From an optimization exercise on the open Yosys and OpenROAD flow, aimed at small area and a short achievable clock period; shortcuts taken in it are not production practice.
Only simulation tests tie the RTL to the original design; equivalence was not proved.

==> flow/design.v, too long to show whole: its modules and the start of the top module <==
// module cordicsqrt: 1253 lines
module cordicsqrt (
    input [15:0] N,
    input clk, in_valid,
    output [15:0] sqrt,
    output out_valid
  );
  // ...
==> flow/flow/run.sh <==
#!/bin/bash
set -o pipefail
export SETUP_SLACK_MARGIN=${MARGIN:-6.6}
bash standard.sh > standard.log 2>&1
==> flow/standard.sh <==
#!/bin/bash
# synth_recipe.tcl (not shown) runs the flow's synth.tcl, then flattens the netlist and writes it again
# the make line also repeats each setting of config.mk as NAME=value (left out here)
make -C /OpenROAD-flow-scripts/flow DESIGN_CONFIG=/design/flow/config.mk WORK_HOME=/design/flow/orfs CLKGATE_MAP_FILE= SYNTH_SCRIPT=/design/flow/synth_recipe.tcl "${@:-finish}"
==> flow/config.mk <==
export PLATFORM = sky130hd
export DESIGN_NAME = cordicsqrt
export DESIGN_NICKNAME = cordicsqrt
export VERILOG_FILES = /design/flow/design.v
export SDC_FILE = /design/flow/constraint.sdc
export NUM_CORES = 4
export LEC_CHECK = 0
export CAP_MARGIN = 20
export CORE_MARGIN = 2
export CORE_UTILIZATION = 60
export CTS_BUF_LIST = sky130_fd_sc_hd__clkbuf_8
export SLEW_MARGIN = 20
==> flow/constraint.sdc <==
create_clock -name core_clock -period 10.0 [get_ports {clk}]
set_input_delay 2.0000 -clock core_clock [delete_from_list [all_inputs] [get_ports {clk}]]
set_output_delay 2.0000 -clock core_clock [all_outputs]
set_load 0.01 [all_outputs]
==> summary.txt, run 1 <==
TIMING
-------------------------------------------------------------------------------------
Final Critical Period                                                        3.325 ns
Slew at the pin closest to its max-slew limit                                1.056 ns
Worst path setup slack after routing                                         6.675 ns

FINAL LAYOUT
-------------------------------------------------------------------------------------
FILL cells                                                                       6973
Final layout net count                                                           6420
Non-Filler Instances                                                             6808
Top library cells by usage in the layout, fill and taps aside            837 x sky130_fd_sc_hd__dfxtp_1, 616 x sky130_fd_sc_hd__ha_1, 573 x sky130_fd_sc_hd__inv_1
Final-layout non-clock buffer area share                                       1.183%
Most frequent standard cell in the layout excluding fill and tap cells   sky130_fd_sc_hd__dfxtp_1
Dominant class by area                                                   multi-input gates
Nonclk inv count                                                                  556
Sequential fraction of total cell area                                         31.08%
Register with the most flip-flops                                           ps_fa_q19

GRT
-------------------------------------------------------------------------------------
Most congested layer reported by global routing                                  met2
Total global routing track utilization                                         28.10%
Number of global-route vias before repair                                       38474
Gr ovfl total                                                                       0

PLACE
-------------------------------------------------------------------------------------
Final weighted congestion in routability-driven placement                       1.004
Setup Slack @ Placement                                                      6.322 ns

WORST SETUP PATH
-------------------------------------------------------------------------------------
Worst path top cell family by delay                                        flip-flops
Largest stage delay on the critical path                                      0.30 ns
Critical path capture point                                                   sqrt[3]
Endpoint type of the worst setup path                                     output port
Kind of critical path                                                    flip-flop to output port

DIE
-------------------------------------------------------------------------------------
Site Rows                                                                         106
Die Ht                                                                   294.3 microns

ROUTE
-------------------------------------------------------------------------------------
Final routed DRC violation total                                                    0
Antenna-violating nets left                                                         0
Highest metal layer used by the detailed router                                  met4
Met3 Wirelength                                                              7.402 mm

SYNTH
-------------------------------------------------------------------------------------
Share of cell area taken by muxes after synthesis                             0.9450%
Ys flop type                                                             sky130_fd_sc_hd__dfxtp_1
Post-synthesis cell count                                                        5564
Synth warn                                                                          1
Seq/Total Area, Yosys                                                          33.84%

WORST HOLD PATH
-------------------------------------------------------------------------------------
Number of cells traversed by the worst hold path                                    0

RUN STATUS
-------------------------------------------------------------------------------------
Status                                                                   finished clean

CLOCK NETWORK
-------------------------------------------------------------------------------------
TritonCTS clock tree                                                             done
Master cell of the clock root buffer                                     sky130_fd_sc_hd__clkbuf_8
Number of H-tree levels                                                             4
Sink Count                                                                        855

==> run 2, diff against run 1 <==
==> flow/flow/run.sh (replaced) <==
#!/bin/bash
set -o pipefail
export SETUP_SLACK_MARGIN=${MARGIN:-6.9}
bash standard.sh > standard.log 2>&1
--- a/flow/config.mk
+++ b/flow/config.mk
@@ -9,4 +9,3 @@
 export CORE_MARGIN = 2
-export CORE_UTILIZATION = 60
-export CTS_BUF_LIST = sky130_fd_sc_hd__clkbuf_8
+export CORE_UTILIZATION = 40
 export SLEW_MARGIN = 20
==> summary.txt, run 2 <==
RUN STATUS
----------------------------------------------------------------------------------------------------
Status                                                                                  finished clean

GRT
----------------------------------------------------------------------------------------------------
Total global routing track utilization                                                        18.33%   -9.8 points
Initial antenna violation count                                                                    0
Global-route wire length before repair                                                      195.5 mm
Number of global-route vias before repair                                                      37063   -3.7%
Largest net degree at the start of global routing                                                 84
Gr ovfl total                                                                                      0   unchanged

SYNTH
----------------------------------------------------------------------------------------------------
Number of flops mapped to enable cells by yosys                                                    0
Area share of the largest cell type after synthesis                                           33.84%
Most instantiated library cell after synthesis                                          sky130_fd_sc_hd__dfxtp_1
Ys flop type                                                                            sky130_fd_sc_hd__dfxtp_1
Seq/Total Area, Yosys                                                                         33.84%   unchanged
Post-synth net total                                                                            6366
Yosys cell types                                                                                  87
Fraction of registers with async set or reset after synthesis                                     0%
Post-synthesis cell count                                                                       5564   unchanged
Synth cell count leaders                                                                855 x sky130_fd_sc_hd__dfxtp_1, 617 x sky130_fd_sc_hd__ha_1, 546 x sky130_fd_sc_hd__inv_1, 402 x sky130_fd_sc_hd__nor2_1, 356 x sky130_fd_sc_hd__nand2_1
Top cells by area in the synthesized netlist                                            sky130_fd_sc_hd__dfxtp_1 34%, sky130_fd_sc_hd__ha_1 15%, sky130_fd_sc_hd__fa_1 6.6%
Cell type with the largest total area after synthesis                                   sky130_fd_sc_hd__dfxtp_1
Avg Inst Size Synth                                                                      9.090 sq um
Synth warn                                                                                         1   unchanged
Combined area of all synthesized cells                                                  0.05058 sq mm
Number of flip-flops and latches in the synthesized netlist                                      855

RUN
----------------------------------------------------------------------------------------------------
Number of violations of the max-capacitance limit                                                  0

ROUTE
----------------------------------------------------------------------------------------------------
Met3 Wirelength                                                                             6.773 mm   -8.5%
Highest metal layer used by the detailed router                                                 met4
Average via count per standard cell                                                            5.236
Routed wl met2                                                                              55.67 mm
Final routed DRC violation total                                                                   0   unchanged
Initial DRC count                                                                               2750
Total iterations of the first detailed-routing run                                                 8
Antenna-violating nets left                                                                        0   unchanged
Total vias in the final route                                                                  38530
Routed Wire Length                                                                          122.1 mm
Sum of routed wire segments on met1                                                         54.83 mm
Detail-routed net length per standard cell                                              16.59 microns

CLOCK NETWORK
----------------------------------------------------------------------------------------------------
Buffers from clock root to sink, at most                                                           3
Worst-skew pair later-pin latency                                                            0.71 ns
Clock-pin slew reported for the worst setup and hold paths after clock tree synthesis        0.07 ns
Master cell of the clock root buffer                                                    sky130_fd_sc_hd__clkbuf_16
Number of H-tree levels                                                                            3   -1
Sink Count                                                                                       855   unchanged
Clock buffer count from CTS                                                                       94
TritonCTS clock tree                                                                            done

PLACE
----------------------------------------------------------------------------------------------------
Final weighted congestion in routability-driven placement                                     0.9831   -2.1%
Number of buffer cells added on primary ports                                                     34
Post-detail-place hpwl                                                                      90.74 mm

FINAL LAYOUT
----------------------------------------------------------------------------------------------------
Register with the most flip-flops                                                          ps_fa_q19
Area Overhead vs Synth                                                                        13.13%
Leading registers by flop count                                                         ps_fa_q19 (30), ps_fb_q19 (29)
Fraction of layout instances using a drive strength above 1                                   9.198%
Top library cells by usage in the layout, fill and taps aside                           814 x sky130_fd_sc_hd__dfxtp_1, 611 x sky130_fd_sc_hd__ha_1, 540 x sky130_fd_sc_hd__inv_1
Number of antenna repair diodes                                                                    0
Final layout net count                                                                          6432   +0.19%
Most frequent standard cell in the layout excluding fill and tap cells                  sky130_fd_sc_hd__dfxtp_1
Flip-flop count of the largest register, all copies and words added                               30

DIE
----------------------------------------------------------------------------------------------------
Die outline width                                                                       359.6 microns
Site Rows                                                                                        130   +23%
Die Area                                                                                0.1293 sq mm
Top-level I/O count                                                                               35
Core area                                                                               0.1256 sq mm
Die Ht                                                                                  359.6 microns   +22%
Initial standard-cell utilization of the core                                                 40.28%

WORST HOLD PATH
----------------------------------------------------------------------------------------------------
Hold WC Path Type                                                                       flip-flop to flip-flop
Launch point of the worst hold path                                                        tag_q6[0]

TIMING
----------------------------------------------------------------------------------------------------
TNS Setup                                                                                       0 ns
Share of the cycle needed by the critical path after routing                                  31.80%
Slew at the pin closest to its max-slew limit                                               1.226 ns   +0.1705 ns
Final Critical Period                                                                       3.180 ns   -0.1445 ns
Achievable clock frequency                                                                 314.4 MHz
Final Max Tran Viols                                                                               0
Final Hold Vio Count                                                                               0
Worst clock skew on the final layout                                                      0.04208 ns
Unrepaired setup endpoints after global routing                                                  yes
Slew Limit Headroom                                                                           18.26%
WHS                                                                                        0.3016 ns
Final number of setup-violating endpoints                                                          0

WORST SETUP PATH
----------------------------------------------------------------------------------------------------
Nature of the critical path startpoint                                                     flip-flop
Arr. time, crit path                                                                         3.74 ns
Kind of critical path                                                                   flip-flop to flip-flop
Reg-to-Reg Start                                                                        ps_fb_q19[5]
Data required time of the critical path                                                     10.56 ns
Timing startpoint of the critical path                                                  ps_fb_q19[5]
Maximum fanout along the worst path                                                                4
Endpoint type of the worst setup path                                                      flip-flop

run 2: cell types whose count changed in the layout (fill, tap and decap cells not counted), moves of 8 or more:
cell,previous run,this run
sky130_fd_sc_hd__a21oi_1,336,305
sky130_fd_sc_hd__a21oi_2,11,40
sky130_fd_sc_hd__a31oi_1,64,55
sky130_fd_sc_hd__buf_4,38,98
sky130_fd_sc_hd__buf_6,3,17
sky130_fd_sc_hd__clkbuf_1,0,21
sky130_fd_sc_hd__clkbuf_16,0,97
sky130_fd_sc_hd__clkbuf_8,188,14
sky130_fd_sc_hd__dfxtp_1,837,814
sky130_fd_sc_hd__dfxtp_2,12,24
sky130_fd_sc_hd__dfxtp_4,6,17
sky130_fd_sc_hd__inv_1,573,540
sky130_fd_sc_hd__o21ai_0,298,284
sky130_fd_sc_hd__o21ai_1,14,22
run 2: stage by stage:
stage	util, %	area [sq um]	instances	setup slack, ns
2_1_floorplan	-	50640	5564	6.718
3_3_place_gp	41.90	52620	7109	6.322
3_5_place_dp	41.90	52620	7109	6.293
4_1_cts	44.83	56300	7319	6.746
5_1_grt	45.57	57220	7358	6.692
6_report	45.57	57220	7358	6.820
run 2: path summary, 6_finish.rpt:
check | end | slack [ns] | cells after the start
max | res_q20[5] | 6.82 | 11
min | tag_q7[0] | 0.30 | 0
max reg2reg | res_q20[5] | 6.82 | 11
min reg2reg | tag_q7[0] | 0.30 | 0
run 2: cells by family (layout without fill, tap and decap cells):
kind of cell             after synthesis  in the layout  synth area share [%]
XOR/XNOR                             498            498                 8.624
other                                  1              1              0.007414
AND/OR/NAND/NOR                     1316           1316                 12.07
flip-flops                           855            855                 33.84
buffers and inverters                729            873                 5.460
adder cells (fa/ha/maj)              786            786                 21.91
AO/OA/AOI/OAI                       1337           1337                 17.14
multiplexers                          42             42                0.9450
run 2: what timing repair did:
| item | in CTS | in global routing |
|---|---|---|
| gates resized for setup | 146 | 163 |
| endpoints found under the setup margin | 103 | 110 |
| gates cloned | 0 | 0 |
| pin swaps | 18 | 85 |
| hold buffers | 0 | 0 |
| buffers inserted | 36 | 39 |
run 2: final cells by class:
cell class / count / area, sq um
clock buffer: 132 / 2699
fill: 12026 / 68350
sequential: 855 / 17210
clock inverter: 42 / 511.7
multi-input combinational: 3980 / 31400
tap: 1650 / 2064
inverter: 554 / 2102
timing repair buffer: 145 / 1235
run 2: worst max-delay path, stage by stage (launching register included):
cell                        delay, ns
sky130_fd_sc_hd__dfxtp_2         0.33
sky130_fd_sc_hd__ha_4            0.24
sky130_fd_sc_hd__a21o_1          0.21
sky130_fd_sc_hd__a2111oi_4       0.38
sky130_fd_sc_hd__a21o_4          0.22
sky130_fd_sc_hd__a311o_1         0.34
sky130_fd_sc_hd__a31oi_4         0.15
sky130_fd_sc_hd__or4_4           0.47
sky130_fd_sc_hd__a21oi_4         0.20
sky130_fd_sc_hd__a31oi_4         0.08
sky130_fd_sc_hd__o21ai_2         0.27
sky130_fd_sc_hd__o22ai_2         0.14
run 2: metal layers:
| metal | up-vias | global-route usage (%) |
|---|---|---|
| li1 | 19383 | - |
| met1 | 17731 | 23.86 |
| met2 | 1090 | 30.04 |
| met3 | 326 | 3.297 |
| met4 | 0 | 7.201 |
| met5 | - | 0 |
==> run 3, diff against run 2 <==
==> flow/flow/run.sh (replaced) <==
#!/bin/bash
set -o pipefail
export SETUP_SLACK_MARGIN=${MARGIN:-6.6}
bash standard.sh > standard.log 2>&1
==> summary.txt, run 3 <==
WORST SETUP PATH
----------------------------------------------------------------------------------------------------
Worst reg-to-reg path cell count                                                                  14   +3
Nature of the critical path startpoint                                                     flip-flop
Kind of critical path                                                                   flip-flop to flip-flop
Data required time of the critical path                                                     10.63 ns   +0.07 ns
CP dominant cell by count                                                               sky130_fd_sc_hd__o31a_1
Cell-by-cell listing of the critical path                                               buf_12 -> clkinvlp_4 -> nor2_4 -> ha_1 -> nor2b_1 -> o21ai_0 -> a21boi_0 -> o21ai_1 -> a21oi_1 -> o21a_1 -> o31a_1 -> o31a_1 -> or4b_1 -> nand3_1
Maximum fanout along the worst path                                                               24   +20
R2r setup slk                                                                                6.70 ns   -0.12 ns
Slowest cell on crit path                                                               sky130_fd_sc_hd__or4b_1
Largest stage delay on the critical path                                                     0.48 ns   about the same
Endpoint type of the worst setup path                                                      flip-flop
Arr. time, crit path                                                                         3.94 ns   +0.20 ns

FINAL LAYOUT
----------------------------------------------------------------------------------------------------
Leading registers by flop count                                                         ps_fa_q19 (30), ps_fb_q19 (29)
Top library cells by usage in the layout, fill and taps aside                           840 x sky130_fd_sc_hd__dfxtp_1, 616 x sky130_fd_sc_hd__ha_1, 541 x sky130_fd_sc_hd__inv_1
Area Overhead vs Synth                                                                        11.51%
Fraction of layout instances using a drive strength above 1                                   6.012%   -3.2 points
Flip-flop count of the largest register, all copies and words added                               30   unchanged
Number of antenna repair diodes                                                                    0   unchanged
Register with the most flip-flops                                                          ps_fa_q19
Register Area                                                                           0.01715 sq mm   -0.35%
Final layout net count                                                                          6377   -0.86%
Most frequent standard cell in the layout excluding fill and tap cells                  sky130_fd_sc_hd__dfxtp_1
Area of the multi-input gates                                                           0.03087 sq mm   -1.7%
FILL cells                                                                                     12151   +1.0%

TIMING
----------------------------------------------------------------------------------------------------
Final number of setup-violating endpoints                                                          0   unchanged
TNS Setup                                                                                       0 ns   unchanged
Slew Limit Headroom                                                                           30.01%   +12 points
Worst clock skew on the final layout                                                      0.02807 ns   -0.01401 ns
Slew at the pin closest to its max-slew limit                                               1.048 ns   -0.1785 ns
Final Hold Vio Count                                                                               0   unchanged
Achievable clock frequency                                                                 302.9 MHz   -3.7%
WHS                                                                                        0.3083 ns   +0.006772 ns
Final Max Tran Viols                                                                               0   unchanged
Share of the cycle needed by the critical path after routing                                  33.01%   +1.2 points
Final Critical Period                                                                       3.301 ns   +0.1211 ns
Worst path setup slack after routing                                                        6.699 ns   -0.1211 ns
Unrepaired setup endpoints after global routing                                                  yes

GRT
----------------------------------------------------------------------------------------------------
Global-route wire length before repair                                                      200.2 mm   +2.4%
Number of global-route vias before repair                                                      38163   +3.0%
Gr ovfl total                                                                                      0   unchanged
Initial antenna violation count                                                                    4   +4
Largest net degree at the start of global routing                                                 92   +9.5%
Total global routing track utilization                                                        18.89%   +0.57 points

SYNTH
----------------------------------------------------------------------------------------------------
Post-synth net total                                                                            6366   unchanged
Ys flop type                                                                            sky130_fd_sc_hd__dfxtp_1
Top cells by area in the synthesized netlist                                            sky130_fd_sc_hd__dfxtp_1 34%, sky130_fd_sc_hd__ha_1 15%, sky130_fd_sc_hd__fa_1 6.6%
Avg Inst Size Synth                                                                      9.090 sq um   unchanged
Simple-gate portion of the synthesized area                                                   12.07%   unchanged
Area share of fa/ha/maj cells after synthesis                                                 21.91%   unchanged
Cell type with the largest total area after synthesis                                   sky130_fd_sc_hd__dfxtp_1
Seq/Total Area, Yosys                                                                         33.84%   unchanged
Synth cell count leaders                                                                855 x sky130_fd_sc_hd__dfxtp_1, 617 x sky130_fd_sc_hd__ha_1, 546 x sky130_fd_sc_hd__inv_1, 402 x sky130_fd_sc_hd__nor2_1, 356 x sky130_fd_sc_hd__nand2_1
Dominant combinational cell family by area after synthesis                               adder cells
Fraction of the mapped netlist area in compound gates                                         17.14%   unchanged
Fraction of registers with async set or reset after synthesis                                     0%   unchanged
Yosys cell types                                                                                  87   unchanged
Most instantiated library cell after synthesis                                          sky130_fd_sc_hd__dfxtp_1
Share of cell area taken by muxes after synthesis                                            0.9450%   unchanged
Fraction of synthesized cell area in xor and xnor cells                                       8.624%   unchanged
Post-synthesis cell count                                                                       5564   unchanged
Combined area of all synthesized cells                                                  0.05058 sq mm   unchanged
Synth warn                                                                                         1   unchanged
Number of flops mapped to enable cells by yosys                                                    0   unchanged
Number of flip-flops and latches in the synthesized netlist                                      855   unchanged
Area share of the largest cell type after synthesis                                           33.84%   unchanged

CLOCK NETWORK
----------------------------------------------------------------------------------------------------
Master cell of the clock root buffer                                                    sky130_fd_sc_hd__clkbuf_16
Clock-pin slew reported for the worst setup and hold paths after clock tree synthesis        0.06 ns   about the same
Buffers from clock root to sink, at most                                                           3   unchanged
Number of H-tree levels                                                                            3   unchanged
Sink Count                                                                                       855   unchanged
Worst-skew pair later-pin latency                                                            0.71 ns   about the same
Hold buffers post-CTS                                                                              0   unchanged
TritonCTS clock tree                                                                            done
Clock buffer count from CTS                                                                       95   +1.1%

ROUTE
----------------------------------------------------------------------------------------------------
Antenna-violating nets left                                                                        0   unchanged
Final routed DRC violation total                                                                   0   unchanged
Routed Wire Length                                                                          124.1 mm   +1.6%
Initial DRC count                                                                               2642   -3.9%
Total vias in the final route                                                                  38565   +0.091%
Detail-routed net length per standard cell                                              16.98 microns   +2.4%
Average via count per standard cell                                                            5.279   +0.82%
Total iterations of the first detailed-routing run                                                 6   -2

PLACE
----------------------------------------------------------------------------------------------------
Number of buffer cells added on primary ports                                                     34   unchanged
Setup Slack @ Placement                                                                     6.320 ns   +0.02780 ns
Post-detail-place hpwl                                                                      94.01 mm   +3.6%
Final weighted congestion in routability-driven placement                                     0.9521   -3.2%

DIE
----------------------------------------------------------------------------------------------------
Core area                                                                               0.1256 sq mm   unchanged
Top-level I/O count                                                                               35   unchanged
Die outline width                                                                       359.6 microns   unchanged
Initial standard-cell utilization of the core                                                 40.28%   unchanged
Die Area                                                                                0.1293 sq mm   unchanged
Site Rows                                                                                        130   unchanged
Die Ht                                                                                  359.6 microns   unchanged

WORST HOLD PATH
----------------------------------------------------------------------------------------------------
Number of cells traversed by the worst hold path                                                   0   unchanged
Hold WC Path Type                                                                       flip-flop to flip-flop

RUN STATUS
----------------------------------------------------------------------------------------------------
Status                                                                                  finished clean

RUN
----------------------------------------------------------------------------------------------------
Number of violations of the max-capacitance limit                                                  0   unchanged

run 3: changes by cell type in the layout (fill, tap and decap cells not counted), sizes merged:
cell	before	now
dlygate4sd2	0	17
clkinv	26	32
clkinvlp	12	13
clkbuf	132	125
buf	128	53
inv	550	551
bufinv	8	12
run 3: path summary, 6_finish.rpt:
kind	from	to
worst max-delay path	d8_q13	ry9_q14[13]
worst min-delay path	tag_q13[3]	tag_q14[3]
worst max register to register	d8_q13	ry9_q14[13]
worst min register to register	tag_q13[3]	tag_q14[3]
run 3: cell families (layout without fill, tap and decap cells):
family,after synthesis,after routing
AO/OA/AOI/OAI,1337,1337
AND/OR/NAND/NOR,1316,1316
flip-flops,855,855
adder cells (fa/ha/maj),786,786
buffers and inverters,729,820
XOR/XNOR,498,498
multiplexers,42,42
other,1,1
run 3: per-layer routing:
| layer | global-route usage (%) | routed length, microns | up-vias |
|---|---|---|---|
| li1 | - | - | 19290 |
| met1 | 23.30 | 53100 | 17843 |
| met2 | 32.46 | 59130 | 1097 |
| met3 | 3.088 | 6503 | 333 |
| met4 | 8.148 | 5302 | 2 |
| met5 | 0 | 13 | - |
run 3: critical path, delay by kind of cell, from the launching register on:
kind                       cells  cell delay (ns)
buffers and inverters          2             0.42
adders and majority gates      1             0.23
AOI/OAI and AO/OA              7             1.36
and+or+nand+nor                4             0.86
DFF                            1             0.35
run 3: area by class of cell:
cell class	count	share of cell area, %
Sequential cell	855	30.41
Clock inverter	52	1.289
Timing Repair Buffer	87	1.415
Multi-Input combinational cell	3980	54.73
Inverter	554	3.718
Timing Repair inverter	2	0.02662
Tap cell	1650	3.660
Clock buffer	125	4.754
run 3: timing repair:
action | CTS | global route
buffers inserted | 2 | 9
setup endpoints to repair | 54 | 54
cloned | 2 | 0
gates resized for setup | 34 | 58
pin swaps | 0 | 10
run 3: stage by stage:
stage	utilization, %	instance area, sq um	instances
final	44.92	56400	7305
after global routing	44.92	56400	7305
after CTS	44.69	56110	7296
after detailed placement	41.92	52640	7115
after global placement	41.92	52640	7115
after floorplan	-	50580	5564
==> run 4, diff against run 3 <==
==> flow/flow/run.sh (replaced) <==
#!/bin/bash
set -o pipefail
export SETUP_SLACK_MARGIN=${MARGIN:-6.9}
export CTS_ARGS="-sink_clustering_enable -repair_clock_nets -sink_clustering_size ${CSIZE:-30} -sink_clustering_max_diameter ${CDIAM:-120} -dont_use_dummy_load -buf_list {sky130_fd_sc_hd__clkbuf_16}"
bash standard.sh > standard.log 2>&1
--- a/flow/config.mk
+++ b/flow/config.mk
@@ -7,5 +7,6 @@
 export LEC_CHECK = 0
+export ABC_AREA = 1
 export CAP_MARGIN = 20
 export CORE_MARGIN = 2
-export CORE_UTILIZATION = 40
+export CORE_UTILIZATION = 60
 export SLEW_MARGIN = 20
==> summary.txt, run 4 <==
WORST HOLD PATH
----------------------------------------------------------------------------------------------------
Hold path endpoint                                                                        tag_q14[0]
Hold WC Path Type                                                                       flip-flop to flip-flop
Launch point of the worst hold path                                                       tag_q13[0]
Number of cells traversed by the worst hold path                                                   0   unchanged

CLOCK NETWORK
----------------------------------------------------------------------------------------------------
Buffers from clock root to sink, at most                                                           3   unchanged
Master cell of the clock root buffer                                                    sky130_fd_sc_hd__clkbuf_16
Sink Count                                                                                       855   unchanged
Hold buffers post-CTS                                                                              0   unchanged
Worst-skew pair later-pin latency                                                            0.60 ns   -0.11 ns
TritonCTS clock tree                                                                            done
Clock buffer count from CTS                                                                       36   -62%
Clock-pin slew reported for the worst setup and hold paths after clock tree synthesis        0.10 ns   +0.04 ns
Number of H-tree levels                                                                            2   -1

FINAL LAYOUT
----------------------------------------------------------------------------------------------------
Area Overhead vs Synth                                                                        13.65%
Number of antenna repair diodes                                                                    0   unchanged
Most frequent standard cell in the layout excluding fill and tap cells                  sky130_fd_sc_hd__inv_1
Top library cells by usage in the layout, fill and taps aside                           822 x sky130_fd_sc_hd__inv_1, 797 x sky130_fd_sc_hd__dfxtp_1, 599 x sky130_fd_sc_hd__ha_1
Final layout net count                                                                          6644   +4.2%
FILL cells                                                                                      6411   -47%
Register with the most flip-flops                                                          ps_fa_q19
Register Area                                                                           0.01725 sq mm   +0.61%
Leading registers by flop count                                                         ps_fa_q19 (30), ps_fb_q19 (29)
Flip-flop count of the largest register, all copies and words added                               30   unchanged
Area of the multi-input gates                                                           0.02916 sq mm   -5.5%
Fraction of layout instances using a drive strength above 1                                   14.61%   +8.6 points
Layout Utilization                                                                            68.49%   +24 points

ROUTE
----------------------------------------------------------------------------------------------------
Average via count per standard cell                                                            5.411   +2.5%
Antenna-violating nets left                                                                        0   unchanged
Detail-routed net length per standard cell                                              17.45 microns   +2.8%
Total iterations of the first detailed-routing run                                                 6   unchanged
Routed Wire Length                                                                          120.4 mm   -2.9%
Final routed DRC violation total                                                                   0   unchanged
Initial DRC count                                                                               2554   -3.3%
Total vias in the final route                                                                  37337   -3.2%

WORST SETUP PATH
----------------------------------------------------------------------------------------------------
Worst reg-to-reg path cell count                                                                  31   +17
Data required time of the critical path                                                     10.48 ns   -0.15 ns
CP dominant cell by count                                                               sky130_fd_sc_hd__nand2_2
Slowest cell on crit path                                                               sky130_fd_sc_hd__dfxtp_2
Destination of the worst register-to-register timing path                                 res_q20[0]
Reg-to-Reg Start                                                                        ps_fb_q19[1]
Arr. time, crit path                                                                         4.28 ns   +0.34 ns
Endpoint type of the worst setup path                                                      flip-flop
Maximum fanout along the worst path                                                                3   -88%
R2r setup slk                                                                                6.20 ns   -0.50 ns
Largest stage delay on the critical path                                                     0.34 ns   -0.14 ns
Kind of critical path                                                                   flip-flop to flip-flop
Nature of the critical path startpoint                                                     flip-flop

GRT
----------------------------------------------------------------------------------------------------
Number of global-route vias before repair                                                      36405   -4.6%
Gr ovfl total                                                                                      0   unchanged
Total global routing track utilization                                                        27.97%   +9.1 points
Initial antenna violation count                                                                    2   -2
Global-route wire length before repair                                                      187.0 mm   -6.6%
Largest net degree at the start of global routing                                                 58   -37%

SYNTH
----------------------------------------------------------------------------------------------------
Number of flops mapped to enable cells by yosys                                                    0   unchanged
Area share of the largest cell type after synthesis                                           35.43%   +1.6 points
Ys flop type                                                                            sky130_fd_sc_hd__dfxtp_1
Yosys cell types                                                                                  67   -23%
Avg Inst Size Synth                                                                      8.723 sq um   -4.0%
Cell type with the largest total area after synthesis                                   sky130_fd_sc_hd__dfxtp_1
Fraction of registers with async set or reset after synthesis                                     0%   unchanged
Combined area of all synthesized cells                                                  0.04831 sq mm   -4.5%
Post-synth net total                                                                            6340   -0.41%
Post-synthesis cell count                                                                       5538   -0.47%
Most instantiated library cell after synthesis                                          sky130_fd_sc_hd__inv_1
Number of flip-flops and latches in the synthesized netlist                                      855   unchanged
Top cells by area in the synthesized netlist                                            sky130_fd_sc_hd__dfxtp_1 35%, sky130_fd_sc_hd__ha_1 16%, sky130_fd_sc_hd__xor2_1 7.9%
Seq/Total Area, Yosys                                                                         35.43%   +1.6 points
Synth cell count leaders                                                                858 x sky130_fd_sc_hd__inv_1, 855 x sky130_fd_sc_hd__dfxtp_1, 617 x sky130_fd_sc_hd__ha_1, 594 x sky130_fd_sc_hd__nand2_1, 466 x sky130_fd_sc_hd__a21oi_1
Synth warn                                                                                         1   unchanged

RUN
----------------------------------------------------------------------------------------------------
Number of violations of the max-capacitance limit                                                  0   unchanged

RUN STATUS
----------------------------------------------------------------------------------------------------
Status                                                                                  finished clean

TIMING
----------------------------------------------------------------------------------------------------
Achievable clock frequency                                                                 262.8 MHz   -13%
Unrepaired setup endpoints after global routing                                                  yes
Final number of setup-violating endpoints                                                          0   unchanged
Slew Limit Headroom                                                                           44.02%   +14 points
Final Critical Period                                                                       3.805 ns   +0.5035 ns
Final Max Tran Viols                                                                               0   unchanged
Worst path setup slack after routing                                                        6.195 ns   -0.5035 ns
Final Hold Vio Count                                                                               0   unchanged
TNS Setup                                                                                       0 ns   unchanged
Share of the cycle needed by the critical path after routing                                  38.05%   +5.0 points
Worst clock skew on the final layout                                                      0.08234 ns   +0.05427 ns
Slew at the pin closest to its max-slew limit                                              0.8389 ns   -0.2088 ns

DIE
----------------------------------------------------------------------------------------------------
Die Ht                                                                                  287.7 microns   -20%
Die Area                                                                                0.08280 sq mm   -36%
Die outline width                                                                       287.7 microns   -20%
Initial standard-cell utilization of the core                                                 60.26%   +20 points
Core area                                                                               0.08016 sq mm   -36%
Site Rows                                                                                        104   -20%
Top-level I/O count                                                                               35   unchanged

PLACE
----------------------------------------------------------------------------------------------------
Post-detail-place hpwl                                                                      87.54 mm   -6.9%
Number of buffer cells added on primary ports                                                     34   unchanged
Setup Slack @ Placement                                                                     6.080 ns   -0.2398 ns
Final weighted congestion in routability-driven placement                                      1.013   +6.4%

## run 4: cell count changes in the layout (fill, tap and decap cells not counted), sizes merged, moves of 108 or more
cell and delta:
xnor2 -154, nand2 +240, inv +312, a21oi +129
nor3 -108, buf +279, xor2 +193
## run 4: repair_timing
| action | in CTS | in global routing |
|---|---|---|
| buffers inserted | 152 | 142 |
| setup endpoints to repair | 128 | 114 |
| pin swaps | 98 | 239 |
| gates resized for setup | 249 | 381 |
| cloned | 2 | 0 |
## run 4: how the worst max path moves through the flow
stage	depth (start not counted)	startpoint	slack [ns]	to
floorplan	25	xr2_q7[9]	6.71	xr3_q8[14]
global placement	45	m_q2[4]	5.98	ck_q3[0]
detailed placement	45	m_q2[4]	6.08	ck_q3[0]
CTS	48	m_q2[1]	6.33	ck_q3[0]
global route	31	ps_fb_q19[1]	5.88	res_q20[9]
finish	31	ps_fb_q19[1]	6.20	res_q20[0]
## run 4: per-stage QoR
stage                     hold WS [ns]  area, sq um  instances
after global placement          0.3096        49960       6568
after detailed placement        0.3121        49960       6568
after floorplan                 0.3095        48500       5538
final                           0.2969        54900       6900
after CTS                       0.2988        52490       6758
after global routing            0.2926        54900       6900
## run 4: metal layers
metal | global-route usage, % | up-vias | share of wire (%)
met2 | 46.84 | 1076 | 47
met5 | 0 | - | 0.011
met1 | 36.84 | 17346 | 44
met4 | 10.31 | 2 | 4.2
met3 | 3.835 | 327 | 5.4
li1 | - | 18586 | -
## run 4: critical path, delay by kind of cell, from the launching register on
family	cells	cell delay, ns
buf+inv	1	0.04
flops	1	0.34
compound gates	10	1.33
simple gates	19	1.73
fa+ha+maj	1	0.25
## run 4: cell type report
type,instances,area share (%)
multi-input cells,3720,53.12
well taps,1060,2.416
flip-flops and latches,855,31.43
repair inverters,1,0.01367
repair buffers,350,5.278
clock buffers,36,1.641
inverters,878,6.106
## run 4: cells by family (layout without fill, tap and decap cells)
group	count (synthesis)	after routing	synth area share, %
multiplexers	11	11	0.2383
buffers and inverters	963	1265	7.509
AO/OA/AOI/OAI	1069	1069	12.84
AND/OR/NAND/NOR	1318	1318	11.33
other	1	1	0.007763
adder cells (fa/ha/maj)	784	784	22.90
XOR/XNOR	537	537	9.736
flip-flops	855	855	35.43
==> run 5, diff against run 4 <==
==> flow/flow/run.sh (replaced) <==
#!/bin/bash
set -o pipefail
export SETUP_SLACK_MARGIN=${MARGIN:-7.1}
export CTS_ARGS="-sink_clustering_enable -repair_clock_nets -sink_clustering_size ${CSIZE:-30} -sink_clustering_max_diameter ${CDIAM:-120} -dont_use_dummy_load -buf_list {sky130_fd_sc_hd__clkbuf_16}"
bash standard.sh > standard.log 2>&1
==> summary.txt, run 5 <==
GRT
----------------------------------------------------------------------------------------------------
Largest net degree at the start of global routing                                                 53   -8.6%
Total global routing track utilization                                                        29.39%   +1.4 points
Gr ovfl total                                                                                      0   unchanged
Global-route wire length before repair                                                      195.0 mm   +4.3%
Number of global-route vias before repair                                                      37592   +3.3%
Initial antenna violation count                                                                    1   -1

SYNTH
----------------------------------------------------------------------------------------------------
Cell type with the largest total area after synthesis                                   sky130_fd_sc_hd__dfxtp_1
Yosys cell types                                                                                  67   unchanged
Number of flops mapped to enable cells by yosys                                                    0   unchanged
Seq/Total Area, Yosys                                                                         35.43%   unchanged
Fraction of registers with async set or reset after synthesis                                     0%   unchanged
Post-synthesis cell count                                                                       5538   unchanged
Synth warn                                                                                         1   unchanged
Synth cell count leaders                                                                858 x sky130_fd_sc_hd__inv_1, 855 x sky130_fd_sc_hd__dfxtp_1, 617 x sky130_fd_sc_hd__ha_1, 594 x sky130_fd_sc_hd__nand2_1, 466 x sky130_fd_sc_hd__a21oi_1
Post-synth net total                                                                            6340   unchanged
Area share of the largest cell type after synthesis                                           35.43%   unchanged
Most instantiated library cell after synthesis                                          sky130_fd_sc_hd__inv_1
Top cells by area in the synthesized netlist                                            sky130_fd_sc_hd__dfxtp_1 35%, sky130_fd_sc_hd__ha_1 16%, sky130_fd_sc_hd__xor2_1 7.9%
Combined area of all synthesized cells                                                  0.04831 sq mm   unchanged
Ys flop type                                                                            sky130_fd_sc_hd__dfxtp_1
Avg Inst Size Synth                                                                      8.723 sq um   unchanged
Number of flip-flops and latches in the synthesized netlist                                      855   unchanged

ROUTE
----------------------------------------------------------------------------------------------------
Initial DRC count                                                                               2880   +13%
Total vias in the final route                                                                  39364   +5.4%
Total iterations of the first detailed-routing run                                                 6   unchanged
Average via count per standard cell                                                            5.563   +2.8%
Routed Wire Length                                                                          136.7 mm   +14%
Final routed DRC violation total                                                                   0   unchanged
Detail-routed net length per standard cell                                              19.32 microns   +11%
Antenna-violating nets left                                                                        0   unchanged

TIMING
----------------------------------------------------------------------------------------------------
Achievable clock frequency                                                                 274.8 MHz   +4.5%
Worst path setup slack after routing                                                        6.361 ns   +0.1655 ns
Share of the cycle needed by the critical path after routing                                  36.39%   -1.7 points
Final Hold Vio Count                                                                               0   unchanged
Final number of setup-violating endpoints                                                          0   unchanged
Final Critical Period                                                                       3.639 ns   -0.1655 ns
Slew at the pin closest to its max-slew limit                                              0.9004 ns   +0.06151 ns
Final Max Tran Viols                                                                               0   unchanged
Worst clock skew on the final layout                                                      0.09397 ns   +0.01163 ns
TNS Setup                                                                                       0 ns   unchanged
Slew Limit Headroom                                                                           39.34%   -4.7 points
Unrepaired setup endpoints after global routing                                                  yes
WHS                                                                                        0.3006 ns   +0.003719 ns

WORST SETUP PATH
----------------------------------------------------------------------------------------------------
Slowest cell on crit path                                                               sky130_fd_sc_hd__dfxtp_2
Arr. time, crit path                                                                         4.12 ns   -0.16 ns
CP dominant cell by count                                                               sky130_fd_sc_hd__buf_4
Kind of critical path                                                                   flip-flop to flip-flop
Maximum fanout along the worst path                                                                2   -1
Data required time of the critical path                                                     10.48 ns   about the same
Endpoint type of the worst setup path                                                      flip-flop
Largest stage delay on the critical path                                                     0.35 ns   about the same
Nature of the critical path startpoint                                                     flip-flop

DIE
----------------------------------------------------------------------------------------------------
Initial standard-cell utilization of the core                                                 60.26%   unchanged
Site Rows                                                                                        104   unchanged
Top-level I/O count                                                                               35   unchanged
Die Area                                                                                0.08280 sq mm   unchanged
Core area                                                                               0.08016 sq mm   unchanged
Die outline width                                                                       287.7 microns   unchanged
Die Ht                                                                                  287.7 microns   unchanged

CLOCK NETWORK
----------------------------------------------------------------------------------------------------
TritonCTS clock tree                                                                            done
Clock buffer count from CTS                                                                       36   unchanged
Buffers from clock root to sink, at most                                                           3   unchanged
Worst-skew pair later-pin latency                                                            0.62 ns   +0.02 ns
Sink Count                                                                                       855   unchanged
Master cell of the clock root buffer                                                    sky130_fd_sc_hd__clkbuf_16
Number of H-tree levels                                                                            2   unchanged
Clock-pin slew reported for the worst setup and hold paths after clock tree synthesis        0.11 ns   about the same

PLACE
----------------------------------------------------------------------------------------------------
Setup Slack @ Placement                                                                     6.234 ns   +0.1536 ns
Cell count after placement                                                                      6567   -0.015%
Final weighted congestion in routability-driven placement                                      1.016   +0.34%
Post-detail-place hpwl                                                                      89.57 mm   +2.3%
Number of buffer cells added on primary ports                                                     34   unchanged

FINAL LAYOUT
----------------------------------------------------------------------------------------------------
Most frequent standard cell in the layout excluding fill and tap cells                  sky130_fd_sc_hd__inv_1
Final layout net count                                                                          6819   +2.6%
Area Overhead vs Synth                                                                        19.00%
Register with the most flip-flops                                                          ps_fa_q19
FILL cells                                                                                      5656   -12%
Top library cells by usage in the layout, fill and taps aside                           800 x sky130_fd_sc_hd__inv_1, 786 x sky130_fd_sc_hd__dfxtp_1, 586 x sky130_fd_sc_hd__ha_1
Fraction of layout instances using a drive strength above 1                                   20.40%   +5.8 points
Flip-flop count of the largest register, all copies and words added                               30   unchanged
Non-Filler Instances                                                                            7076   +2.6%
Leading registers by flop count                                                         ps_fa_q19 (30), ps_fb_q19 (29)

RUN
----------------------------------------------------------------------------------------------------
Number of violations of the max-capacitance limit                                                  0   unchanged

RUN STATUS
----------------------------------------------------------------------------------------------------
Status                                                                                  finished clean

WORST HOLD PATH
----------------------------------------------------------------------------------------------------
Hold WC Path Type                                                                       flip-flop to flip-flop

## run 5: cell counts after synthesis
No cell type changed its count.
## run 5: final timing paths
path	depth (start not counted)	endpoint	slack, ns	from
max reg2reg	29	res_q20[0]	6.36	ps_fb_q19[1]
min reg2reg	0	ck_q5[3]	0.30	ck_q4[3]
max	29	res_q20[0]	6.36	ps_fb_q19[1]
min	0	ck_q5[3]	0.30	ck_q4[3]
## run 5: kinds of logic (layout without fill, tap and decap cells)
group                      Yosys count  in the layout  share of synthesized area, %
other                                1              2                      0.007763
AOI/OAI and AO/OA                 1069           1069                         12.84
xor gates and xnor gates           537            537                         9.736
adders and majority gates          784            784                         22.90
buffers and inverters              963           1440                         7.509
DFF                                855            855                         35.43
muxes                               11             11                        0.2383
and+or+nand+nor                   1318           1318                         11.33
## run 5: area by class of cell
cell class / count / area, sq um / share of cell area, %
well taps: 1060 / 1326 / 2.307
inverters: 878 / 3363 / 5.851
flip-flops and latches: 855 / 17290 / 30.07
clock buffers: 36 / 900.9 / 1.567
multi-input cells: 3720 / 30130 / 52.42
diodes: 1 / 2.502 / 0.004353
repair inverters: 1 / 7.507 / 0.01306
repair buffers: 525 / 4467 / 7.770
## run 5: per-layer routing
metal / global-route usage, % / up-vias / routed length [microns]
met1: 38.29 / 18570 / 57050
met2: 49.54 / 1408 / 65370
met5: 0 / - / 13
met4: 12.12 / 2 / 7159
li1: - / 18928 / -
met3: 3.487 / 456 / 7140
## run 5: critical path, delay by kind of cell, from the launching register on
kind                       cells  cell delay, ns
adders and majority gates      1            0.26
buffers and inverters          8            1.00
AOI/OAI and AO/OA             10            1.09
DFF                            1            0.35
and+or+nand+nor               10            0.81
## run 5: what timing repair did
item / CTS / global route
cloned: 1 / 0
endpoints found under the setup margin: 194 / 172
gates resized for setup: 357 / 505
hold buffers: 0 / 0
pin swaps: 204 / 382
buffers inserted: 316 / 155
## run 5: metrics by stage
| stage | area (sq um) | util, % |
|---|---|---|
| final | 57490 | 71.72 |
| after global routing | 57480 | 71.71 |
| after CTS | 54280 | 67.71 |
| after detailed placement | 50140 | 62.55 |
| after global placement | 50140 | 62.55 |
| after floorplan | 48750 | - |
==> run 6, diff against run 5 <==
==> flow/flow/run.sh (replaced) <==
#!/bin/bash
set -o pipefail
export SETUP_SLACK_MARGIN=${MARGIN:-6.6}
export CTS_ARGS="-sink_clustering_enable -repair_clock_nets -sink_clustering_size ${CSIZE:-20} -sink_clustering_max_diameter ${CDIAM:-80} -dont_use_dummy_load -buf_list {sky130_fd_sc_hd__clkbuf_16}"
bash standard.sh > standard.log 2>&1
--- a/flow/config.mk
+++ b/flow/config.mk
@@ -7,3 +7,2 @@
 export LEC_CHECK = 0
-export ABC_AREA = 1
 export CAP_MARGIN = 20
==> summary.txt, run 6 <==
TIMING
----------------------------------------------------------------------------------------------------
Unrepaired setup endpoints after global routing                                                  yes
Final Critical Period                                                                       3.324 ns   -0.3153 ns
Achievable clock frequency                                                                 300.8 MHz   +9.5%
Final number of setup-violating endpoints                                                          0   unchanged
Worst clock skew on the final layout                                                      0.03091 ns   -0.06306 ns
Slew Limit Headroom                                                                           29.73%   -9.6 points
Final Hold Vio Count                                                                               0   unchanged
WHS                                                                                        0.3002 ns   -0.0004140 ns
Worst path setup slack after routing                                                        6.676 ns   +0.3153 ns
TNS Setup                                                                                       0 ns   unchanged
Final Max Tran Viols                                                                               0   unchanged
Slew at the pin closest to its max-slew limit                                               1.052 ns   +0.1515 ns
Share of the cycle needed by the critical path after routing                                  33.24%   -3.2 points

FINAL LAYOUT
----------------------------------------------------------------------------------------------------
FILL cells                                                                                      7115   +26%
Fraction of layout instances using a drive strength above 1                                   4.144%   -16 points
Register with the most flip-flops                                                          ps_fa_q19
Leading registers by flop count                                                         ps_fa_q19 (30), ps_fb_q19 (29)
Number of antenna repair diodes                                                                    0   -1
Final layout net count                                                                          6330   -7.2%
Top library cells by usage in the layout, fill and taps aside                           839 x sky130_fd_sc_hd__dfxtp_1, 616 x sky130_fd_sc_hd__ha_1, 540 x sky130_fd_sc_hd__inv_1
Flip-flop count of the largest register, all copies and words added                               30   unchanged
Layout Utilization                                                                            64.11%   -7.6 points
Most frequent standard cell in the layout excluding fill and tap cells                  sky130_fd_sc_hd__dfxtp_1
Area Overhead vs Synth                                                                        5.905%

SYNTH
----------------------------------------------------------------------------------------------------
Dominant combinational cell family by area after synthesis                               adder cells
Avg Inst Size Synth                                                                      9.090 sq um   +4.2%
Most instantiated library cell after synthesis                                          sky130_fd_sc_hd__dfxtp_1
Fraction of the mapped netlist area in compound gates                                         17.14%   +4.3 points
Seq/Total Area, Yosys                                                                         33.84%   -1.6 points
Top cells by area in the synthesized netlist                                            sky130_fd_sc_hd__dfxtp_1 34%, sky130_fd_sc_hd__ha_1 15%, sky130_fd_sc_hd__fa_1 6.6%
Synth warn                                                                                         1   unchanged
Simple-gate portion of the synthesized area                                                   12.07%   +0.74 points
Ys flop type                                                                            sky130_fd_sc_hd__dfxtp_1
Cell type with the largest total area after synthesis                                   sky130_fd_sc_hd__dfxtp_1
Combined area of all synthesized cells                                                  0.05058 sq mm   +4.7%
Synth cell count leaders                                                                855 x sky130_fd_sc_hd__dfxtp_1, 617 x sky130_fd_sc_hd__ha_1, 546 x sky130_fd_sc_hd__inv_1, 402 x sky130_fd_sc_hd__nor2_1, 356 x sky130_fd_sc_hd__nand2_1
Number of flops mapped to enable cells by yosys                                                    0   unchanged
Post-synthesis cell count                                                                       5564   +0.47%
Share of cell area taken by muxes after synthesis                                            0.9450%   +0.71 points
Fraction of synthesized cell area in xor and xnor cells                                       8.624%   -1.1 points
Fraction of registers with async set or reset after synthesis                                     0%   unchanged
Yosys cell types                                                                                  87   +30%
Number of flip-flops and latches in the synthesized netlist                                      855   unchanged
Area share of the largest cell type after synthesis                                           33.84%   -1.6 points
Post-synth net total                                                                            6366   +0.41%
Area share of fa/ha/maj cells after synthesis                                                 21.91%   -0.99 points

WORST HOLD PATH
----------------------------------------------------------------------------------------------------
Hold WC Path Type                                                                       flip-flop to flip-flop
Launch point of the worst hold path                                                         ck_q3[0]

WORST SETUP PATH
----------------------------------------------------------------------------------------------------
Reg-to-Reg Start                                                                              d7_q12
Timing startpoint of the critical path                                                        d7_q12
Arr. time, crit path                                                                         3.85 ns   -0.27 ns
R2r setup slk                                                                                6.68 ns   +0.32 ns
Endpoint type of the worst setup path                                                      flip-flop
Maximum fanout along the worst path                                                               25   +23
Kind of critical path                                                                   flip-flop to flip-flop
Nature of the critical path startpoint                                                     flip-flop
Data required time of the critical path                                                     10.52 ns   +0.04 ns

CLOCK NETWORK
----------------------------------------------------------------------------------------------------
Clock buffer count from CTS                                                                       54   +50%
TritonCTS clock tree                                                                            done
Sink Count                                                                                       855   unchanged
Number of H-tree levels                                                                            2   unchanged
Clock-pin slew reported for the worst setup and hold paths after clock tree synthesis        0.08 ns   -0.03 ns
Buffers from clock root to sink, at most                                                           3   unchanged
Worst-skew pair later-pin latency                                                            0.63 ns   about the same
Hold buffers post-CTS                                                                              0   unchanged
Master cell of the clock root buffer                                                    sky130_fd_sc_hd__clkbuf_16

DIE
----------------------------------------------------------------------------------------------------
Core area                                                                               0.08356 sq mm   +4.2%
Initial standard-cell utilization of the core                                                 60.53%   +0.27 points
Die outline width                                                                       294.3 microns   +2.3%
Die Area                                                                                0.08664 sq mm   +4.6%
Site Rows                                                                                        106   +1.9%
Die Ht                                                                                  294.3 microns   +2.3%
Top-level I/O count                                                                               35   unchanged

ROUTE
----------------------------------------------------------------------------------------------------
Total iterations of the first detailed-routing run                                                 6   unchanged
Total vias in the final route                                                                  38469   -2.3%
Routed Wire Length                                                                          119.9 mm   -12%
Initial DRC count                                                                               2781   -3.4%
Final routed DRC violation total                                                                   0   unchanged
Detail-routed net length per standard cell                                              18.16 microns   -6.0%
Average via count per standard cell                                                            5.823   +4.7%
Antenna-violating nets left                                                                        0   unchanged

GRT
----------------------------------------------------------------------------------------------------
Number of global-route vias before repair                                                      37360   -0.62%
Initial antenna violation count                                                                    0   -1
Total global routing track utilization                                                        27.35%   -2.0 points
Global-route wire length before repair                                                      192.7 mm   -1.2%
Largest net degree at the start of global routing                                                 81   +53%
Gr ovfl total                                                                                      0   unchanged

PLACE
----------------------------------------------------------------------------------------------------
Setup Slack @ Placement                                                                     6.322 ns   +0.08764 ns
Post-detail-place hpwl                                                                      91.21 mm   +1.8%
Number of buffer cells added on primary ports                                                     34   unchanged
Final weighted congestion in routability-driven placement                                      1.004   -1.2%

RUN
----------------------------------------------------------------------------------------------------
Number of violations of the max-capacitance limit                                                  0   unchanged

RUN STATUS
----------------------------------------------------------------------------------------------------
Status                                                                                  finished clean

[run 6: cell count changes after synthesis, sizes merged, moves of 108 or more]
cell / delta
inv: -323
nor3: +108
nand2: -240
a21oi: -129
xor2: -193
xnor2: +154
[run 6: repair_timing]
item	in CTS	in global routing
resized for setup	30	62
endpoints found under the setup margin	49	59
gates cloned	2	1
pin swaps	0	5
buffers inserted	1	4
[run 6: kinds of logic (layout without fill, tap and decap cells)]
group,count (synthesis),count (layout)
other,1,1
AOI/OAI and AO/OA,1337,1337
DFF,855,855
muxes,42,42
and+or+nand+nor,1316,1316
adders and majority gates,786,786
xor gates and xnor gates,498,498
buffers and inverters,729,691
[run 6: metal layers]
metal | GRT usage (%) | wire length [microns]
met5 | 0 | 0
met4 | 9.993 | 4589
met3 | 3.688 | 6787
met2 | 48.31 | 57830
met1 | 33.93 | 50730
[run 6: critical path: stages, from the launching register on]
cell,delay [ns]
sky130_fd_sc_hd__dfxtp_1,0.38
sky130_fd_sc_hd__buf_12,0.21
sky130_fd_sc_hd__clkinvlp_4,0.22
sky130_fd_sc_hd__nor2_2,0.18
sky130_fd_sc_hd__ha_1,0.25
sky130_fd_sc_hd__nor2b_1,0.13
sky130_fd_sc_hd__o21ai_0,0.19
sky130_fd_sc_hd__a21boi_0,0.14
sky130_fd_sc_hd__o21ai_0,0.21
sky130_fd_sc_hd__a21boi_0,0.16
sky130_fd_sc_hd__o21ai_1,0.21
sky130_fd_sc_hd__o21ai_0,0.14
sky130_fd_sc_hd__and2_1,0.21
sky130_fd_sc_hd__o31a_1,0.26
sky130_fd_sc_hd__o311ai_0,0.33
[run 6: path summary, 6_finish.rpt]
path | to | cells past startpoint
worst max-delay path | ry8_q13[13] | 14
worst min-delay path | ck_q4[0] | 0
worst max register to register | ry8_q13[13] | 14
worst min register to register | ck_q4[0] | 0
[run 6: area by class of cell]
class	count	area (sq um)	area share (%)
Clock buffer	54	1351	2.523
Inverter	554	2095	3.910
Multi-Input combinational cell	3980	30870	57.62
Sequential cell	855	17150	32.02
Tap cell	1080	1351	2.523
Timing Repair Buffer	81	733.2	1.369
Timing Repair inverter	2	15.01	0.02803
[run 6: stage by stage]
step	area [sq um]	cells
floorplan	50580	5564
global placement	51920	6544
detailed placement	51920	6544
CTS	53300	6601
global route	53570	6606
finish	53570	6606
==> run 7, diff against run 6 <==
==> flow/flow/run.sh (replaced) <==
#!/bin/bash
set -o pipefail
export SETUP_SLACK_MARGIN=${MARGIN:-6.9}
export CTS_ARGS="-sink_clustering_enable -repair_clock_nets -sink_clustering_size ${CSIZE:-20} -sink_clustering_max_diameter ${CDIAM:-80} -dont_use_dummy_load -buf_list {sky130_fd_sc_hd__clkbuf_16}"
bash standard.sh > standard.log 2>&1
--- a/flow/config.mk
+++ b/flow/config.mk
@@ -7,2 +7,3 @@
 export LEC_CHECK = 0
+export ABC_AREA = 1
 export CAP_MARGIN = 20
==> summary.txt, run 7 <==
FINAL LAYOUT
----------------------------------------------------------------------------------------------------
Final layout net count                                                                          6658   +5.2%
Leading registers by flop count                                                         ps_fa_q19 (30), ps_fb_q19 (29)
Flip-flop count of the largest register, all copies and words added                               30   unchanged
FILL cells                                                                                      6369   -10%
Register Area                                                                           0.01726 sq mm   +0.63%
Area Overhead vs Synth                                                                        14.66%
Most frequent standard cell in the layout excluding fill and tap cells                  sky130_fd_sc_hd__inv_1
Top library cells by usage in the layout, fill and taps aside                           818 x sky130_fd_sc_hd__inv_1, 795 x sky130_fd_sc_hd__dfxtp_1, 601 x sky130_fd_sc_hd__ha_1
Layout Utilization                                                                            69.10%   +5.0 points
Fraction of layout instances using a drive strength above 1                                   15.31%   +11 points
Final non-filler cell area                                                              0.05539 sq mm   +3.4%
Register with the most flip-flops                                                          ps_fa_q19
Number of antenna repair diodes                                                                    0   unchanged
Area of the multi-input gates                                                           0.02921 sq mm   -5.4%

SYNTH
----------------------------------------------------------------------------------------------------
Avg Inst Size Synth                                                                      8.723 sq um   -4.0%
Post-synthesis cell count                                                                       5538   -0.47%
Top cells by area in the synthesized netlist                                            sky130_fd_sc_hd__dfxtp_1 35%, sky130_fd_sc_hd__ha_1 16%, sky130_fd_sc_hd__xor2_1 7.9%
Combined area of all synthesized cells                                                  0.04831 sq mm   -4.5%
Most instantiated library cell after synthesis                                          sky130_fd_sc_hd__inv_1
Synth cell count leaders                                                                858 x sky130_fd_sc_hd__inv_1, 855 x sky130_fd_sc_hd__dfxtp_1, 617 x sky130_fd_sc_hd__ha_1, 594 x sky130_fd_sc_hd__nand2_1, 466 x sky130_fd_sc_hd__a21oi_1
Seq/Total Area, Yosys                                                                         35.43%   +1.6 points
Yosys cell types                                                                                  67   -23%
Fraction of registers with async set or reset after synthesis                                     0%   unchanged
Synth warn                                                                                         1   unchanged
Number of flops mapped to enable cells by yosys                                                    0   unchanged
Post-synth net total                                                                            6340   -0.41%
Area share of the largest cell type after synthesis                                           35.43%   +1.6 points
Number of flip-flops and latches in the synthesized netlist                                      855   unchanged
Ys flop type                                                                            sky130_fd_sc_hd__dfxtp_1
Cell type with the largest total area after synthesis                                   sky130_fd_sc_hd__dfxtp_1

CLOCK NETWORK
----------------------------------------------------------------------------------------------------
Clock-pin slew reported for the worst setup and hold paths after clock tree synthesis        0.08 ns   about the same
Master cell of the clock root buffer                                                    sky130_fd_sc_hd__clkbuf_16
Clock buffer count from CTS                                                                       52   -3.7%
Worst-skew pair later-pin latency                                                            0.63 ns   about the same
Buffers from clock root to sink, at most                                                           3   unchanged
Number of H-tree levels                                                                            2   unchanged
Sink Count                                                                                       855   unchanged
TritonCTS clock tree                                                                            done

TIMING
----------------------------------------------------------------------------------------------------
Final number of setup-violating endpoints                                                          0   unchanged
Share of the cycle needed by the critical path after routing                                  37.93%   +4.7 points
Final Hold Vio Count                                                                               0   unchanged
Final Critical Period                                                                       3.793 ns   +0.4685 ns
Slew Limit Headroom                                                                           41.93%   +12 points
Slew at the pin closest to its max-slew limit                                              0.8701 ns   -0.1817 ns
Achievable clock frequency                                                                 263.7 MHz   -12%
WHS                                                                                        0.2905 ns   -0.009633 ns
Worst clock skew on the final layout                                                      0.07098 ns   +0.04007 ns
Final Max Tran Viols                                                                               0   unchanged
Worst path setup slack after routing                                                        6.208 ns   -0.4685 ns
Unrepaired setup endpoints after global routing                                                  yes
TNS Setup                                                                                       0 ns   unchanged

WORST SETUP PATH
----------------------------------------------------------------------------------------------------
Destination of the worst register-to-register timing path                                 res_q20[0]
Maximum fanout along the worst path                                                                3   -88%
Largest stage delay on the critical path                                                     0.33 ns   -0.05 ns
R2r setup slk                                                                                6.21 ns   -0.47 ns
Worst reg-to-reg path cell count                                                                  31   +17
Slowest cell on crit path                                                               sky130_fd_sc_hd__dfxtp_2
Data required time of the critical path                                                     10.47 ns   -0.05 ns
Reg-to-Reg Start                                                                        ps_fb_q19[1]
Arr. time, crit path                                                                         4.26 ns   +0.41 ns
Critical path capture point                                                               res_q20[0]
Kind of critical path                                                                   flip-flop to flip-flop
Endpoint type of the worst setup path                                                      flip-flop
Timing startpoint of the critical path                                                  ps_fb_q19[1]
Nature of the critical path startpoint                                                     flip-flop
CP dominant cell by count                                                               sky130_fd_sc_hd__nand2_2

DIE
----------------------------------------------------------------------------------------------------
Die Area                                                                                0.08280 sq mm   -4.4%
Die outline width                                                                       287.7 microns   -2.2%
Die Ht                                                                                  287.7 microns   -2.2%
Site Rows                                                                                        104   -1.9%
Core area                                                                               0.08016 sq mm   -4.1%
Top-level I/O count                                                                               35   unchanged
Initial standard-cell utilization of the core                                                 60.26%   -0.27 points

GRT
----------------------------------------------------------------------------------------------------
Number of global-route vias before repair                                                      36390   -2.6%
Largest net degree at the start of global routing                                                 58   -28%
Global-route wire length before repair                                                      187.1 mm   -2.9%
Initial antenna violation count                                                                    1   +1
Gr ovfl total                                                                                      0   unchanged
Total global routing track utilization                                                        27.97%   +0.63 points

RUN STATUS
----------------------------------------------------------------------------------------------------
Status                                                                                  finished clean

ROUTE
----------------------------------------------------------------------------------------------------
Met3 Wirelength                                                                             6.386 mm   -5.9%
Routed Wire Length                                                                          120.9 mm   +0.79%
Total iterations of the first detailed-routing run                                                 6   unchanged
Highest metal layer used by the detailed router                                                 met5
Sum of routed wire segments on met1                                                         53.04 mm   +4.6%
Average via count per standard cell                                                            5.406   -7.2%
Detail-routed net length per standard cell                                              17.48 microns   -3.7%
Total vias in the final route                                                                  37377   -2.8%
Routed wl met2                                                                              56.51 mm   -2.3%
Initial DRC count                                                                               2564   -7.8%
Antenna-violating nets left                                                                        0   unchanged
Final routed DRC violation total                                                                   0   unchanged

PLACE
----------------------------------------------------------------------------------------------------
Setup Slack @ Placement                                                                     6.080 ns   -0.2412 ns
Final weighted congestion in routability-driven placement                                      1.013   +0.90%
Placed Area                                                                             0.04996 sq mm   -3.8%
Number of buffer cells added on primary ports                                                     34   unchanged
Post-detail-place hpwl                                                                      87.54 mm   -4.0%

WORST HOLD PATH
----------------------------------------------------------------------------------------------------
Hold WC Path Type                                                                       flip-flop to flip-flop

RUN
----------------------------------------------------------------------------------------------------
Number of violations of the max-capacitance limit                                                  0   unchanged

==> run 7: cell types whose count changed after synthesis, sizes merged, moves of 32 or more <==
cell	change
a21o	-92
a21oi	+129
a31oi	-43
and3	-32
clkbuf	-60
inv	+323
nand2	+240
nand2b	-39
nand3	+83
nor2b	-67
nor3	-108
xnor2	-154
xor2	+193
==> run 7: how the worst min path moves through the flow <==
stage / cells after the start / endpoint / from
6_report: 0 / ck_q6[5] / ck_q5[5]
5_1_grt: 0 / ck_q6[2] / ck_q5[2]
2_1_floorplan: 0 / tag_q18[0] / tag_q17[0]
3_3_place_gp: 0 / tag_q6[0] / tag_q5[0]
4_1_cts: 0 / ck_q6[5] / ck_q5[5]
3_5_place_dp: 0 / ck_q4[0] / ck_q3[0]
==> run 7: cell families after synthesis <==
| logic type | share of synthesized area, % |
|---|---|
| simple gates | 11.33 |
| compound gates | 12.84 |
| buf+inv | 7.509 |
| flops | 35.43 |
| fa+ha+maj | 22.90 |
| xor+xnor | 9.736 |
| mux | 0.2383 |
| other cells | 0.007763 |
==> run 7: repair_timing <==
action | CTS | global route
pin swaps | 96 | 264
buffers inserted | 143 | 149
hold buffers | 0 | 0
gates cloned | 2 | 0
resized for setup | 241 | 427
endpoints found under the setup margin | 131 | 121
==> run 7: worst max-delay path: cells and delay by family (launching register included) <==
kind / cells / cell delay (ns)
AOI/OAI and AO/OA: 10 / 1.26
adders and majority gates: 1 / 0.25
buffers and inverters: 1 / 0.04
DFF: 1 / 0.33
and+or+nand+nor: 19 / 1.72
==> run 7: stage by stage <==
stage,std cells
detailed placement,6568
CTS,6765
global placement,6568
finish,6914
global route,6914
floorplan,5538
==> run 7: cell type report <==
cell class / count / share of cell area, %
Tap cell: 1060 / 2.395
Timing Repair Buffer: 348 / 5.288
Multi-Input combinational cell: 3720 / 52.74
Timing Repair inverter: 1 / 0.01355
Inverter: 878 / 6.050
Clock buffer: 52 / 2.349
Sequential cell: 855 / 31.17
==> run 7: routing by layer <==
| metal | vias up | track usage (%) |
|---|---|---|
| li1 | 18612 | - |
| met1 | 17385 | 36.92 |
| met2 | 1058 | 46.89 |
| met3 | 320 | 3.724 |
| met4 | 2 | 10.18 |
| met5 | - | 0 |

==> port drivers added, routing unchanged <==
The flow's constraints put no driver on any port. The routed layouts listed below were extracted and timed again, unchanged, in two steps. Step 1 (the two cells are an assumption about what drives the block):
set clk [get_ports {clk}]
set_driving_cell -lib_cell sky130_fd_sc_hd__clkbuf_16 $clk
set_driving_cell -lib_cell sky130_fd_sc_hd__buf_2 [delete_from_list [all_inputs] $clk]
Step 2 times the ports against the registers' clock, not the clock port: input delays grow and output delays shrink by t, the midpoint of the rising clock arrivals with the driver on. Three values: ideal ports, drivers, drivers and shift; two values: the first two.
run	t, ns	setup slack, ns	worst slew at a driven data input, ns	pins driven straight from the clock port
run 1	0.873	6.675 / 6.613 / 6.685	0.05	1
run 2	0.774	6.820 / 6.744 / 6.820	0.05	1
run 3	0.758	6.699 / 6.636 / 6.699	0.04	1
run 4	0.631	6.195 / 6.195 / 6.195	0.03	1
run 5	0.639	6.361 / 6.361 / 6.361	0.03	1
run 6	0.686	6.676 / 6.671 / 6.676	0.06	1
run 7	0.662	6.207 / 6.208 / 6.208	0.03	1
After both steps setup and hold are still met in every run listed.
